What follows belongs to an exercise in optimizing a design on an open flow for small area; a production flow would make more cautious choices.
Only simulation tests tie the RTL to the original design; equivalence was not proved.
The clock input has no modelled driver; a real chip could not lean on it and would need a root buffer or a full tree.
No activity file was given, so power comes from the tool's default toggle rates.

==> module counter, before the edit <==
module counter(
    input wire clk,
    input wire sys_rst,
    input wire tickAdj,
    output reg pause,
    output reg reset,
    input wire sel,
    input wire adj,
    input wire tickDis,
    input wire rstB,
    input wire pauseB,
    output reg [2:0] m10,
    output reg [3:0] m1,
    output reg [2:0] s10,
    output reg [3:0] s1
    );
    reg clk1;
    reg rst;
    reg [2:0] stepRst, stepPause;
    reg pauseFlip;
    wire s1w  = (s1 == 9);
    wire s10w = (s10 == 5);
    wire m1w  = (m1 == 9);
    wire m10w = (m10 == 5);
    wire run  = tickAdj & ~pause & ~reset;
    wire clr  = tickAdj & ~pause & reset;
    wire incS = run & (adj ? sel : clk1);
    wire incM = run & (adj ? ~sel : (clk1 & s1w & s10w));
    always @(posedge clk) begin
        if (sys_rst | clr) begin
            s1 <= 0; s10 <= 0;
        end else if (incS) begin
            s1 <= s1w ? 4'd0 : s1 + 1;
            if (s1w) s10 <= s10w ? 3'd0 : s10 + 1;
        end
        if (sys_rst | clr) begin
            m1 <= 0; m10 <= 0;
        end else if (incM) begin
            m1 <= m1w ? 4'd0 : m1 + 1;
            if (m1w) m10 <= m10w ? 3'd0 : m10 + 1;
        end
        if (sys_rst)
            clk1 <= 1'b1;
        else if (tickAdj)
            clk1 <= ~clk1;
    end
    always @(posedge clk) begin
        if (sys_rst) begin
            stepRst   <= 3'b000;
            stepPause <= 3'b000;
            reset <= 1'b0;
        end else if (tickDis) begin
            if (rst) begin
                stepRst   <= 3'b000;
                stepPause <= 3'b000;
            end else begin
                stepRst   <= {rstB, stepRst[2:1]};
                reset <= rstB;
                stepPause <= {pauseB, stepPause[2:1]};
            end
        end
    end
    always @(posedge clk) begin
        if (sys_rst) begin
            rst   <= 1'b0;
            pause <= 1'b0;
            pauseFlip <= 1'b0;
        end else if (tickDis) begin
            if (rst) begin
                rst   <= 1'b0;
                pause <= 1'b0;
                pauseFlip <= 1'b0;
            end else if (pauseFlip) begin
                pause <= ~pause;
                pauseFlip <= 1'b0;
            end else begin
                rst   <= ~stepRst[0] & stepRst[1];
                pauseFlip <= ~stepPause[0] & stepPause[1];
            end
        end
    end
endmodule
==> module display, before the edit <==
module display(
    input wire clk,
    input wire rst,
    input wire tickDis,
    input wire d7b,
    input wire d9,
    input wire [2:0] m10,
    input wire [3:0] m1,
    input wire [2:0] s10,
    input wire [3:0] s1,
    input wire adj,
    input wire sel,
    output reg [6:0] seg,
    output reg [3:0] an
);
    reg blink_state;
    reg [3:0] code;
    wire selM10 = an[3] & an[2] & an[1];
    wire selMin = an[2] & an[1];
    wire even = ~an[3] | ~an[1];
    wire [3:0] digit = selM10 ? {1'b0, m10} :
                       ~an[3] ? m1 :
                       ~an[2] ? {1'b0, s10} : s1;
    wire blank = adj & (sel ^ selMin) & ~blink_state;
    always @(posedge clk) begin
        if (rst) begin
            blink_state <= 0;
            code <= 4'hf;
            an <= 4'b1111;
        end else if (tickDis) begin
            if (even & d7b & d9) blink_state <= ~blink_state;
            code <= blank ? 4'hf : digit;
            an <= {~selM10, an[3:1]};
        end
    end
    always @(*) seg =
        (code == 4'd0) ? 7'b1000000 :
        (code == 4'd1) ? 7'b1111001 :
        (code == 4'd2) ? 7'b0100100 :
        (code == 4'd3) ? 7'b0110000 :
        (code == 4'd4) ? 7'b0011001 :
        (code == 4'd5) ? 7'b0010010 :
        (code == 4'd6) ? 7'b0000010 :
        (code == 4'd7) ? 7'b1111000 :
        (code == 4'd8) ? 7'b0000000 :
        (code == 4'd9) ? 7'b0010000 :
        7'b1111111;
endmodule
==> flow/config.mk <==
export PLATFORM = sky130hd
export DESIGN_NAME = main
export DESIGN_NICKNAME = main
export VERILOG_FILES = /design/flow/design.v
export SDC_FILE = /design/flow/constraint.sdc
export NUM_CORES = 4
export LEC_CHECK = 0
export CAP_MARGIN = 20
export CORE_MARGIN = 2
export CORE_UTILIZATION = 40
export SLEW_MARGIN = 20
==> flow/constraint.sdc <==
create_clock -name core_clock -period 10.0 [get_ports {clk}]
set_input_delay 2.0000 -clock core_clock [delete_from_list [all_inputs] [get_ports {clk}]]
set_output_delay 2.0000 -clock core_clock [all_outputs]
set_load 0.01 [all_outputs]
standard.sh (not shown) runs the stock make flow with config.mk's settings and CLKGATE_MAP_FILE= SYNTH_SCRIPT=/design/flow/synth_recipe.tcl, a recipe that flattens the netlist after the stock synthesis.
==> flow/flow/run.sh <==
#!/bin/bash
# Own layout flow: the standard flow (standard.sh) with three changes,
# made in a copy of the ORFS scripts folder:
#  - synthesis maps with an area-oriented ABC script (flow/abc_area.script);
#    the Yosys steps, and so the registers and their names, are unchanged;
#  - the ports are buffered with buf_1;
#  - clock tree synthesis is replaced by four clock buffers (flow/clock_buffer.tcl).
set -euo pipefail
W=$PWD
rm -rf "$W/scripts"
cp -r "$FLOW_HOME/scripts" "$W/scripts"
cp "$W/flow/abc_area.script" "$W/scripts/abc_area.script"
grep -q 'log_cmd clock_tree_synthesis {\*}$cts_args' "$W/scripts/cts.tcl"
sed -i 's|log_cmd clock_tree_synthesis {\*}$cts_args|source $::env(OWN_FLOW_DIR)/clock_buffer.tcl|' "$W/scripts/cts.tcl"
export OWN_FLOW_DIR="$W/flow"
export OWN_CLK_PORT=clk
export OWN_CLKBUF=${OWN_CLKBUF:-sky130_fd_sc_hd__clkbuf_8}
export OWN_CLK_NBUF=${OWN_CLK_NBUF:-4}
bash "$W/standard.sh" SCRIPTS_DIR="$W/scripts" ABC_AREA=1 \
  "BUFFER_PORTS_ARGS=-buffer_cell sky130_fd_sc_hd__buf_1" finish > "$W/orfs_make.log" 2>&1
Other scripts of this flow, unchanged in this note and not shown: flow/flow/abc_area.script, flow/flow/clock_buffer.tcl
==> next run, changes <==
--- a/flow/design.v
+++ b/flow/design.v
@@ -71,32 +71,43 @@
     output reg [3:0] s1
     );
     reg clk1;
     reg rst;
     reg [2:0] stepRst, stepPause;
     reg pauseFlip;
-    wire s1w  = (s1 == 9);
-    wire s10w = (s10 == 5);
-    wire m1w  = (m1 == 9);
-    wire m10w = (m10 == 5);
+    wire s1w  = s1[3] & s1[0];       
+    wire s10w = s10[2] & s10[0];     
+    wire m1w  = m1[3] & m1[0];       
+    wire m10w = m10[2] & m10[0];     
     wire run  = tickAdj & ~pause & ~reset;
     wire clr  = tickAdj & ~pause & reset;
     wire incS = run & (adj ? sel : clk1);
     wire incM = run & (adj ? ~sel : (clk1 & s1w & s10w));
+    function [3:0] inc10(input [3:0] d);
+        inc10 = {d[3] ^ (d[0] & (d[3] | (d[2] & d[1]))),
+                 d[2] ^ (d[1] & d[0]),
+                 d[1] ^ (d[0] & ~d[3]),
+                 ~d[0]};
+    endfunction
+    function [2:0] inc6(input [2:0] d);
+        inc6 = {d[2] ^ (d[0] & (d[2] | d[1])),
+                d[1] ^ (d[0] & ~d[2]),
+                ~d[0]};
+    endfunction
     always @(posedge clk) begin
         if (sys_rst | clr) begin
             s1 <= 0; s10 <= 0;
         end else if (incS) begin
-            s1 <= s1w ? 4'd0 : s1 + 1;
-            if (s1w) s10 <= s10w ? 3'd0 : s10 + 1;
+            s1 <= inc10(s1);
+            if (s1w) s10 <= inc6(s10);
         end
         if (sys_rst | clr) begin
             m1 <= 0; m10 <= 0;
         end else if (incM) begin
-            m1 <= m1w ? 4'd0 : m1 + 1;
-            if (m1w) m10 <= m10w ? 3'd0 : m10 + 1;
+            m1 <= inc10(m1);
+            if (m1w) m10 <= inc6(m10);
         end
         if (sys_rst)
             clk1 <= 1'b1;
         else if (tickAdj)
             clk1 <= ~clk1;
     end
@@ -161,32 +172,34 @@
                        ~an[3] ? m1 :
                        ~an[2] ? {1'b0, s10} : s1;
     wire blank = adj & (sel ^ selMin) & ~blink_state;
     always @(posedge clk) begin
         if (rst) begin
             blink_state <= 0;
-            code <= 4'hf;
+            code <= 4'ha;
             an <= 4'b1111;
         end else if (tickDis) begin
             if (even & d7b & d9) blink_state <= ~blink_state;
-            code <= blank ? 4'hf : digit;
+            code <= {digit[3] | blank, digit[2], digit[1] | blank, digit[0]};
             an <= {~selM10, an[3:1]};
         end
     end
-    always @(*) seg =
-        (code == 4'd0) ? 7'b1000000 :
-        (code == 4'd1) ? 7'b1111001 :
-        (code == 4'd2) ? 7'b0100100 :
-        (code == 4'd3) ? 7'b0110000 :
-        (code == 4'd4) ? 7'b0011001 :
-        (code == 4'd5) ? 7'b0010010 :
-        (code == 4'd6) ? 7'b0000010 :
-        (code == 4'd7) ? 7'b1111000 :
-        (code == 4'd8) ? 7'b0000000 :
-        (code == 4'd9) ? 7'b0010000 :
-        7'b1111111;
+    always @(*)
+        if (code[3])
+            seg = code[1] ? 7'b1111111 : code[0] ? 7'b0010000 : 7'b0000000;
+        else
+            case (code[2:0])
+                3'd0: seg = 7'b1000000;
+                3'd1: seg = 7'b1111001;
+                3'd2: seg = 7'b0100100;
+                3'd3: seg = 7'b0110000;
+                3'd4: seg = 7'b0011001;
+                3'd5: seg = 7'b0010010;
+                3'd6: seg = 7'b0000010;
+                default: seg = 7'b1111000;
+            endcase
 endmodule
 `timescale 1ns / 1ps
 module main(
     input clk,
     input rst,
     input btnR,
After rerunning: Worst hold slack gets worse by 0.0092 ns. Worst setup slack gets worse by 0.22 ns. Critical path depth came out lower by 6. Cell area came out lower by 2.6%. Total power came out higher by 3.7%. Die area came out lower by 2.3%. Fmax came out lower by 5.6%. Sequential power came out higher by about 2%. Cell count came out lower by 1.5%. Global-route usage barely changes. Synthesized cell count came out lower by 0.81%. Synthesized area came out lower by 2.4%. Via count came out lower by 1.5%.
In every run of this note, the design's own scripts or RTL, not TritonCTS, make the clock network.

==> re-timing with driven ports <==
No port has a modelled driver above. Below, the same layouts with a new extraction and two added sets of constraints. Step 1, drivers: a clkbuf_16 drives clk and a buf_2 each remaining input, both assumed. Step 2 adds t to the input delays and takes it off the output delays; t is the mean of the earliest and latest rising clock arrival at the registers after step 1. Input paths then give back, and output paths get back, about the clock's delay inside the block. Three values: ideal ports, drivers, drivers and shift; two values: the first two.
run	t (ns)	setup slack, ns	slew at the worst register clock pin (ns)
the first run	0.203	6.336 / 6.359 / 6.156	0.10 / 0.10
the second run	0.209	6.119 / 6.151 / 5.942	0.11 / 0.11
After both steps every run listed still meets setup and hold. The setup slack of the first run, which loses most, moves by +0.023 ns with the drivers and by -0.180 ns with both steps.
